This is an optimization exercise on Yosys and OpenROAD, whose aim is small area, not a production implementation.
RTL that was checked went through simulation tests only; none was proved equivalent to the original.
Power is estimated from default activity; no workload was simulated.

==> module cic_filter, before the edit <==
module cic_filter (
    input                   clk,
    input                   rstn,
    input  signed [4:0]     dat_in,
    input         [5:0]     ph,
    input                   cap,
    input                   rend,
    input                   pass,
    input                   clr,
    output                  y
);
    reg signed [34:0] s1, s2, s3, s4, a5;
    reg        [34:0] c;         
    reg        [4:0]  chi;       
    reg               rep;       
    wire [34:0] n1, n2, n3, n4, n5;
    rca #(35) r1 (.a(s1), .b({{30{dat_in[4]}}, dat_in}), .ci(1'b0), .s(n1));
    rca #(35) r2 (.a(s2), .b(s1), .ci(1'b0), .s(n2));
    rca #(35) r3 (.a(s3), .b(s2), .ci(1'b0), .s(n3));
    rca #(35) r4 (.a(s4), .b(s3), .ci(1'b0), .s(n4));
    rca #(35) r5 (.a(a5 & {35{~cap}}), .b(s4), .ci(1'b0), .s(n5));
    always @(posedge clk or negedge rstn) begin
        if (!rstn) begin
            s1 <= 35'd0; s2 <= 35'd0; s3 <= 35'd0; s4 <= 35'd0; a5 <= 35'd0;
        end else begin
            s1 <= n1; s2 <= n2; s3 <= n3; s4 <= n4; a5 <= n5;
        end
    end
    always @(posedge clk) begin
        if (cap) begin
            c   <= a5;
            chi <= c[34:30];
        end
        if (rend)
            rep <= 1'b0;
        else if (cap)
            rep <= 1'b1;
    end
    wire d0 = (rep && ph >= 6'd30) ? chi[ph - 6'd30] : c[ph];
    reg  [34:0] l1, l2, l3, l4;
    reg  [3:0]  bc;
    wire        first = (ph == 6'd0);
    wire [3:0]  cin = first ? 4'b1111 : bc;
    wire        a1 = d0;
    wire        p1 = l1[0], p2 = l2[0], p3 = l3[0], p4 = l4[0];
    wire        d1 = a1 ^ ~p1 ^ cin[0];
    wire        d2 = d1 ^ ~p2 ^ cin[1];
    wire        d3 = d2 ^ ~p3 ^ cin[2];
    wire        d4 = d3 ^ ~p4 ^ cin[3];
    wire        take = pass & ~clr;
    wire        keep = ~(pass | clr);
    always @(posedge clk) begin
        bc[0] <= (a1 & ~p1) | (a1 & cin[0]) | (~p1 & cin[0]);
        bc[1] <= (d1 & ~p2) | (d1 & cin[1]) | (~p2 & cin[1]);
        bc[2] <= (d2 & ~p3) | (d2 & cin[2]) | (~p3 & cin[2]);
        bc[3] <= (d3 & ~p4) | (d3 & cin[3]) | (~p4 & cin[3]);
        l1 <= {(take & a1) | (keep & p1), l1[34:1]};
        l2 <= {(take & d1) | (keep & p2), l2[34:1]};
        l3 <= {(take & d2) | (keep & p3), l3[34:1]};
        l4 <= {(take & d3) | (keep & p4), l4[34:1]};
    end
    assign y = d4;
endmodule
Settings: LEC_CHECK=0, CAP_MARGIN=20, CORE_MARGIN=2, CORE_UTILIZATION=60, CTS_CLUSTER_DIAMETER=90, CTS_CLUSTER_SIZE=32, SLEW_MARGIN=20; clock period 30.0 ns.
run.sh (not shown) runs the stock make flow with config.mk's settings and CLKGATE_MAP_FILE= SYNTH_SCRIPT=/design/flow/synth_recipe.tcl, a recipe that flattens the netlist after the stock synthesis.
Change:
--- a/flow/design.v
+++ b/flow/design.v
@@ -44,26 +44,31 @@
     input                   pass,
     input                   clr,
     output                  y
 );
-    reg signed [34:0] s1, s2, s3, s4, a5;
+    reg signed [34:0] s1, s2, s3, s4;
+    reg        [34:0] a5;        
+    reg               f0;        
     reg        [34:0] c;         
     reg        [4:0]  chi;       
     reg               rep;       
     wire [34:0] n1, n2, n3, n4, n5;
     rca #(35) r1 (.a(s1), .b({{30{dat_in[4]}}, dat_in}), .ci(1'b0), .s(n1));
     rca #(35) r2 (.a(s2), .b(s1), .ci(1'b0), .s(n2));
     rca #(35) r3 (.a(s3), .b(s2), .ci(1'b0), .s(n3));
     rca #(35) r4 (.a(s4), .b(s3), .ci(1'b0), .s(n4));
-    rca #(35) r5 (.a(a5 & {35{~cap}}), .b(s4), .ci(1'b0), .s(n5));
+    rca #(35) r5 (.a(a5 & {35{~(cap | f0)}}), .b(s4), .ci(1'b0), .s(n5));
     always @(posedge clk or negedge rstn) begin
         if (!rstn) begin
-            s1 <= 35'd0; s2 <= 35'd0; s3 <= 35'd0; s4 <= 35'd0; a5 <= 35'd0;
+            s1 <= 35'd0; s2 <= 35'd0; s3 <= 35'd0; s4 <= 35'd0;
+            f0 <= 1'b1;
         end else begin
-            s1 <= n1; s2 <= n2; s3 <= n3; s4 <= n4; a5 <= n5;
+            s1 <= n1; s2 <= n2; s3 <= n3; s4 <= n4;
+            f0 <= 1'b0;
         end
     end
     always @(posedge clk) begin
+        a5 <= n5;
         if (cap) begin
             c   <= a5;
             chi <= c[34:30];
         end
=> The new run produced a clean layout. Power came out lower by 1.3%. Cell count shrinks by 0.31%. Via count fell by 0.66%. Wire length is lower by 0.67%. Register-to-register slack improved by 0.22 ns. Worst setup slack gets worse by 0.0040 ns. Die area hardly moves. Sequential cell count came out higher by 1. Worst hold slack is about the same. Cell area is about the same. Clock-buffer cell count came out higher by 3. Global-route usage hardly moves.
No functional check of the RTL was part of the first run of this note.


Setup of trial 78:
Another version of the RTL of adc_top (not shown whole).
For scale: ~5000 cells after synthesis, about 3200 flip-flops, roughly 40 I/O pins.
// adc_top
module adc_top (
    input  wire                clk,
    input  wire                rstn,
    input  wire signed [4:0]   dat_in,
    output wire                clk_vld_out,
    output wire signed [31:0]  dat_out
);
    reg  [8:0] cnt;       
    reg  [5:0] ph;        
    reg        clr;       
    reg        vld;
    always @(posedge clk or negedge rstn) begin
        if (!rstn) begin
            cnt <= 9'd0;
            ph  <= 6'd0;
            clr <= 1'b1;
            vld <= 1'b0;
        end else begin
            cnt <= cnt + 9'd1;
            ph  <= (ph == 6'd34) ? 6'd0 : ph + 6'd1;
            if (ph == 6'd34)
                clr <= 1'b0;
            vld <= (cnt == 9'd452);
        end
    end
    wire rend = (ph == 6'd34);         
    wire cap  = (cnt[5:0] == 6'd1);    
    reg       cpend;
    reg [2:0] ckk;
    reg       e0v, e1e, e2e, e3v, e3w, e4v;
    reg [2:0] e0k;
    reg [1:0] e1k, e2k;
    always @(posedge clk or negedge rstn) begin
        if (!rstn) begin
            cpend <= 1'b0; ckk <= 3'd0;
            e0v <= 1'b0; e1e <= 1'b0; e2e <= 1'b0; e3v <= 1'b0; e3w <= 1'b0; e4v <= 1'b0;
            e0k <= 3'd0; e1k <= 2'd0; e2k <= 2'd0;
        end else if (rend) begin
            e0v <= cpend | cap;
            e0k <= cap ? cnt[8:6] : ckk;
            cpend <= 1'b0;
            e1e <= e0v & ~e0k[0]; e1k <= e0k[2:1];
            e2e <= e1e;           e2k <= e1k;
            e3v <= e2e & (e2k == 2'd0);
            e3w <= e2e & (e2k == 2'd2);
            e4v <= e3v;
        end else if (cap) begin
            cpend <= 1'b1;
            ckk   <= cnt[8:6];
        end
    end
    wire ystr;                  
    wire e1str;                 
    wire e2str;                 
  ...
Settings: LEC_CHECK=0, CAP_MARGIN=20, CORE_MARGIN=2, CORE_UTILIZATION=60, CTS_CLUSTER_DIAMETER=100, CTS_CLUSTER_SIZE=30, SLEW_MARGIN=20; clock period 30.0 ns.
Relative to trial 78, the following input files were edited for build 47:
--- a/flow/design.v
+++ b/flow/design.v
@@ -232,24 +232,25 @@
     reg         [4:0]  dly;
     reg                pfirst;
     wire               lb = ~first & lr[0];
     wire        [32:0] ae = rb ? 33'd0 : {acc[31], acc};
     wire        [32:0] sum;
     wire [32:0] cs_s, cs_k;
     csa #(33) c0 (.a(ae), .b(x12), .c(x34), .s(cs_s), .k(cs_k));
     rca #(33) ra (.a(cs_s), .b(cs_k), .ci(lb), .s(sum));
     wire        [29:0] hn;
-    rca #(30) rh (.a(hr & {30{~(rb & pfirst)}}), .b(acc[29:0] & {30{rb}}), .ci(1'b0), .s(hn));
+    rca #(30) rh (.a(hr & {30{~pfirst}}), .b(acc[29:0]), .ci(1'b0), .s(hn));
     always @(posedge clk) begin
         acc <= sum[32:1];
         lr  <= {sum[0], lr[34:1]};
         dly <= {sum[0], dly[4:1]};
-        hr <= hn;
+        if (rb)
+            hr <= hn;
         if (sgn)
             pfirst <= first;
     end
     assign str = (ph < 6'd5) ? dly[0] : hr[ph - 6'd5];
 endmodule
 `timescale 1ns/1ps
 module hb1_filter (
     input           clk,
     input           clr,
@@ -432,24 +433,25 @@
     reg         [4:0]  dly;
     reg                pfirst;
     wire               lb = ~first & lr[0];
     wire        [31:0] ae = rb ? 32'd0 : {acc[30], acc};
     wire        [31:0] sum;
     wire [31:0] ta_s, ta_k;
     csa #(32) c0 (.a(ae), .b(x1), .c(x2), .s(ta_s), .k(ta_k));
     rca #(32) ra (.a(ta_s), .b(ta_k), .ci(lb), .s(sum));
     wire        [29:0] hn;
-    rca #(30) rh (.a(hr & {30{~(rb & pfirst)}}), .b(acc[29:0] & {30{rb}}), .ci(1'b0), .s(hn));
+    rca #(30) rh (.a(hr & {30{~pfirst}}), .b(acc[29:0]), .ci(1'b0), .s(hn));
     always @(posedge clk) begin
         acc <= sum[31:1];
         lr  <= {sum[0], lr[34:1]};
         dly <= {sum[0], dly[4:1]};
-        hr <= hn;
+        if (rb)
+            hr <= hn;
         if (sgn)
             pfirst <= first;
     end
     assign str  = (ph < 6'd5) ? dly[0] : hr[ph - 6'd5];
     assign sign = hr[29];
 endmodule
 `timescale 1ns/1ps
 module adc_top (
     input  wire                clk,
@@ -474,68 +476,66 @@
             if (ph == 6'd34)
                 clr <= 1'b0;
             vld <= (cnt == 9'd452);
         end
     end
     wire rend = (ph == 6'd34);         
     wire cap  = (cnt[5:0] == 6'd1);    
     reg       cpend;
     reg [2:0] ckk;
-    reg       e0v, e1e, e2e, e3v, e3w, e4v;
-    reg [2:0] e0k;
-    reg [1:0] e1k, e2k;
+    reg       e0v, e1v, e2v, e3v, e4v;
+    reg [2:0] e0k, e1k, e2k, e3k, e4k;
     always @(posedge clk or negedge rstn) begin
         if (!rstn) begin
             cpend <= 1'b0; ckk <= 3'd0;
-            e0v <= 1'b0; e1e <= 1'b0; e2e <= 1'b0; e3v <= 1'b0; e3w <= 1'b0; e4v <= 1'b0;
-            e0k <= 3'd0; e1k <= 2'd0; e2k <= 2'd0;
+            e0v <= 1'b0; e1v <= 1'b0; e2v <= 1'b0; e3v <= 1'b0; e4v <= 1'b0;
+            e0k <= 3'd0; e1k <= 3'd0; e2k <= 3'd0; e3k <= 3'd0; e4k <= 3'd0;
         end else if (rend) begin
             e0v <= cpend | cap;
             e0k <= cap ? cnt[8:6] : ckk;
             cpend <= 1'b0;
-            e1e <= e0v & ~e0k[0]; e1k <= e0k[2:1];
-            e2e <= e1e;           e2k <= e1k;
-            e3v <= e2e & (e2k == 2'd0);
-            e3w <= e2e & (e2k == 2'd2);
-            e4v <= e3v;
+            e1v <= e0v; e1k <= e0k;
+            e2v <= e1v; e2k <= e1k;
+            e3v <= e2v; e3k <= e2k;
+            e4v <= e3v; e4k <= e3k;
         end else if (cap) begin
             cpend <= 1'b1;
             ckk   <= cnt[8:6];
         end
     end
     wire ystr;                  
     wire e1str;                 
     wire e2str;                 
     wire e2sign;
     cic_filter u_cic (
         .clk(clk), .rstn(rstn), .dat_in(dat_in), .ph(ph), .cap(cap),
         .rend(rend), .pass(e0v), .clr(clr), .y(ystr)
     );
     wire [13:0] cl;             
     wire [2:0]  hl_e;           
     wire [1:0]  hl_o;           
     cic_comp_filter u_comp (
         .clk(clk), .ph(ph), .clr(clr),
-        .pB(e0v & ~e0k[0]), .pA(e1e), .pQ(e2e & ~e2k[0]),
+        .pB(e0v & ~e0k[0]), .pA(e1v & ~e1k[0]), .pQ(e2v & (e2k[1:0] == 2'd0)),
         .ystr(ystr), .cl(cl), .hl_e(hl_e), .hl_o(hl_o), .str(e1str)
     );
     hb1_filter u_hb1 (
         .clk(clk), .clr(clr), .ystr(ystr), .shift_c(e0v),
-        .str(e1str), .shift_e(e2e & ~e2k[0]), .shift_o(e2e & e2k[0]),
+        .str(e1str), .shift_e(e2v & (e2k[1:0] == 2'd0)), .shift_o(e2v & (e2k[1:0] == 2'd2)),
         .cl(cl), .hl_e(hl_e), .hl_o(hl_o)
     );
     hb2_filter u_hb2 (
         .clk(clk), .rstn(rstn), .ph(ph), .clr(clr),
-        .v_evt(e3v), .w_evt(e3w),
+        .v_evt(e3v & (e3k == 3'd0)), .w_evt(e3v & (e3k == 3'd4)),
         .din(e1str), .str(e2str), .sign(e2sign)
     );
     fix2float u_fix2float (
-        .clk(clk), .ph(ph), .start(e4v),
+        .clk(clk), .ph(ph), .start(e4v & (e4k == 3'd0)),
         .din(e2str), .sign(e2sign), .float_o(dat_out)
     );
     assign clk_vld_out = vld;
 endmodule
 module rca #(parameter W = 35) (
     input  [W-1:0] a,
     input  [W-1:0] b,
     input          ci,
     output [W-1:0] s
## What came out
Across both runs, routed wirelength normalized by instance count was higher for build 47 than for trial 78. The faster design of the two is build 47; trial 78 tops out lower. Between trial 78 and build 47, the count of nets left with antenna violations after detail routing figures differ only marginally. Per the comparison of build 47 with trial 78, synthesized cell count went up, first-pass GRT wire length saw an increase, number of inserted diodes +2.
Function not checked in trial 78: the RTL went through the layout flow alone.


Setup of lane 3:
Another version of the RTL of adc_top (not shown whole).
Size: roughly 4900 cells after synthesis.
export LEC_CHECK = 0
export CAP_MARGIN = 20
export CORE_MARGIN = 2
export CORE_UTILIZATION = 60
export CTS_CLUSTER_DIAMETER = 100
export CTS_CLUSTER_SIZE = 30
export SLEW_MARGIN = 20
create_clock -name core_clock -period 30.0 [get_ports {clk}]
[lane 3] flow finished | final checks: failed | reasons: antenna violations
Input changes introduced in lane 5 (baseline for comparison: lane 3):
diff --git a/flow/design.v b/flow/design.v
--- a/flow/design.v
+++ b/flow/design.v
@@ -80,21 +80,23 @@
     wire        a1 = d0;
     wire        p1 = l1[0], p2 = l2[0], p3 = l3[0], p4 = l4[0];
     wire        d1 = a1 ^ ~p1 ^ cin[0];
     wire        d2 = d1 ^ ~p2 ^ cin[1];
     wire        d3 = d2 ^ ~p3 ^ cin[2];
     wire        d4 = d3 ^ ~p4 ^ cin[3];
+    wire        take = pass & ~clr;
+    wire        keep = ~(pass | clr);
     always @(posedge clk) begin
         bc[0] <= (a1 & ~p1) | (a1 & cin[0]) | (~p1 & cin[0]);
         bc[1] <= (d1 & ~p2) | (d1 & cin[1]) | (~p2 & cin[1]);
         bc[2] <= (d2 & ~p3) | (d2 & cin[2]) | (~p3 & cin[2]);
         bc[3] <= (d3 & ~p4) | (d3 & cin[3]) | (~p4 & cin[3]);
-        l1 <= {~clr & (pass ? a1 : p1), l1[34:1]};
-        l2 <= {~clr & (pass ? d1 : p2), l2[34:1]};
-        l3 <= {~clr & (pass ? d2 : p3), l3[34:1]};
-        l4 <= {~clr & (pass ? d3 : p4), l4[34:1]};
+        l1 <= {(take & a1) | (keep & p1), l1[34:1]};
+        l2 <= {(take & d1) | (keep & p2), l2[34:1]};
+        l3 <= {(take & d2) | (keep & p3), l3[34:1]};
+        l4 <= {(take & d3) | (keep & p4), l4[34:1]};
     end
     assign y = d4;
 endmodule
 `timescale 1ns/1ps
 module cic_comp_filter (
     input               clk,
@@ -260,51 +262,57 @@
     input           shift_o,
     output [13:0]   cl,
     output [2:0]    hl_e,
     output [1:0]    hl_o
 );
     wire [13:0] lco;
+    wire lc_take = shift_c & ~clr;
+    wire lc_keep = ~(shift_c | clr);
     genvar g_lc;
     generate for (g_lc = 0; g_lc < 14; g_lc = g_lc + 1) begin : gl_lc
         reg [34:0] r;
-        wire nb;
+        wire pv;
         if (g_lc == 0) begin : h
-            assign nb = shift_c ? ystr : r[0];
+            assign pv = ystr;
         end else begin : t
-            assign nb = shift_c ? lco[g_lc-1] : r[0];
+            assign pv = lco[g_lc-1];
         end
         always @(posedge clk)
-            r <= {~clr & nb, r[34:1]};
+            r <= {(lc_take & pv) | (lc_keep & r[0]), r[34:1]};
         assign lco[g_lc] = r[0];
     end endgenerate
     wire [2:0] leo;
+    wire le_take = shift_e & ~clr;
+    wire le_keep = ~(shift_e | clr);
     genvar g_le;
     generate for (g_le = 0; g_le < 3; g_le = g_le + 1) begin : gl_le
         reg [34:0] r;
-        wire nb;
+        wire pv;
         if (g_le == 0) begin : h
-            assign nb = shift_e ? str : r[0];
+            assign pv = str;
         end else begin : t
-            assign nb = shift_e ? leo[g_le-1] : r[0];
+            assign pv = leo[g_le-1];
         end
         always @(posedge clk)
-            r <= {~clr & nb, r[34:1]};
+            r <= {(le_take & pv) | (le_keep & r[0]), r[34:1]};
         assign leo[g_le] = r[0];
     end endgenerate
     wire [1:0] loo;
+    wire lo_take = shift_o & ~clr;
+    wire lo_keep = ~(shift_o | clr);
     genvar g_lo;
     generate for (g_lo = 0; g_lo < 2; g_lo = g_lo + 1) begin : gl_lo
         reg [34:0] r;
-        wire nb;
+        wire pv;
         if (g_lo == 0) begin : h
-            assign nb = shift_o ? str : r[0];
+            assign pv = str;
         end else begin : t
-            assign nb = shift_o ? loo[g_lo-1] : r[0];
+            assign pv = loo[g_lo-1];
         end
         always @(posedge clk)
-            r <= {~clr & nb, r[34:1]};
+            r <= {(lo_take & pv) | (lo_keep & r[0]), r[34:1]};
         assign loo[g_lo] = r[0];
     end endgenerate
     assign cl   = lco;
     assign hl_e = leo;
     assign hl_o = loo;
 endmodule
@@ -320,37 +328,41 @@
     output          str,
     output          sign
 );
     wire sgn = (ph == 6'd34);
     wire rb  = (ph == 6'd0);
     wire [36:0] leo;
+    wire le_take = v_evt & ~clr;
+    wire le_keep = ~(v_evt | clr);
     genvar g_le;
     generate for (g_le = 0; g_le < 37; g_le = g_le + 1) begin : gl_le
         reg [34:0] r;
-        wire nb;
+        wire pv;
         if (g_le == 0) begin : h
-            assign nb = v_evt ? din : r[0];
+            assign pv = din;
         end else begin : t
-            assign nb = v_evt ? leo[g_le-1] : r[0];
+            assign pv = leo[g_le-1];
         end
         always @(posedge clk)
-            r <= {~clr & nb, r[34:1]};
+            r <= {(le_take & pv) | (le_keep & r[0]), r[34:1]};
         assign leo[g_le] = r[0];
     end endgenerate
     wire [17:0] loo;
+    wire lo_take = w_evt & ~clr;
+    wire lo_keep = ~(w_evt | clr);
     genvar g_lo;
     generate for (g_lo = 0; g_lo < 18; g_lo = g_lo + 1) begin : gl_lo
         reg [34:0] r;
-        wire nb;
+        wire pv;
         if (g_lo == 0) begin : h
-            assign nb = w_evt ? din : r[0];
+            assign pv = din;
         end else begin : t
-            assign nb = w_evt ? loo[g_lo-1] : r[0];
+            assign pv = loo[g_lo-1];
         end
         always @(posedge clk)
-            r <= {~clr & nb, r[34:1]};
+            r <= {(lo_take & pv) | (lo_keep & r[0]), r[34:1]};
         assign loo[g_lo] = r[0];
     end endgenerate
     reg [3:0] p;
     reg       f;
     wire go = ~clr & (((p != 4'd6) && (p != 4'd9)) || ((p == 4'd6) && w_evt) || ((p == 4'd9) && v_evt));
     always @(posedge clk or negedge rstn) begin
==> results.txt <==
In summary, lane 5 completed successfully, with a layout that passed the timing, DRC and antenna checks. Compared to lane 3, the router laid down more metal wire for lane 5. Any difference in met1 track utilization from global routing between lane 5 and lane 3 is small enough to ignore. In the reports for lane 5 and lane 3, the larger portion of total power attributed to the clock network belongs to lane 3. Diff lane 5 and lane 3: number of nets at the end of the flow lower in lane 3. There was hardly any difference in cell count between lane 5 and lane 3. Worst setup slack: lane 5 vs lane 3 down 0.81 ns. On synthesis-to-finish area growth, lane 5 and lane 3 are neck and neck. Fraction of met3 tracks used by global routing, lane 5 and lane 3: lower on lane 3. Compared lane 5 against lane 3; sequential share of layout area within noise.
The RTL of lane 3 was laid out without a check of its function.

## static timing again, ports no longer ideal
Ports are ideal in the flow. The routed layouts listed here were re-timed in OpenROAD. Step 1: set_driving_cell puts a clkbuf_16 on clk and a buf_2 on each other input, an assumption about the parent block. Step 2 times the ports against the registers' clock, not the clock port: input delays grow and output delays shrink by t, the midpoint of the rising clock arrivals with the driver on. a / b / c = no drivers / after step 1 / after step 2; a / b = the first two.
run	shift t [ns]	setup slack, ns	worst setup path after step 2	clock arrival spread, ns	worst register clock-pin slew, ns
the first run of note 1	0.832	9.798 / 9.843 / 9.011	input to register	0.037 / 0.038	0.12 / 0.12
the second run of note 1	0.817	9.794 / 9.845 / 9.028	input to register	0.053 / 0.053	0.12 / 0.12
trial 78	0.837	9.791 / 9.842 / 9.005	input to register	0.048 / 0.047	0.12 / 0.12
build 47	0.829	9.855 / 9.908 / 9.079	input to register	0.050 / 0.049	0.12 / 0.12
lane 3	0.825	9.788 / 9.840 / 9.015	input to register	0.060 / 0.060	0.12 / 0.12
lane 5	0.823	8.975 / 9.026 / 8.204	input to register	0.043 / 0.043	0.12 / 0.12
For the first run of note 1, which loses most, drivers alone change the setup slack by +0.045 ns; drivers and shift together by -0.787 ns.
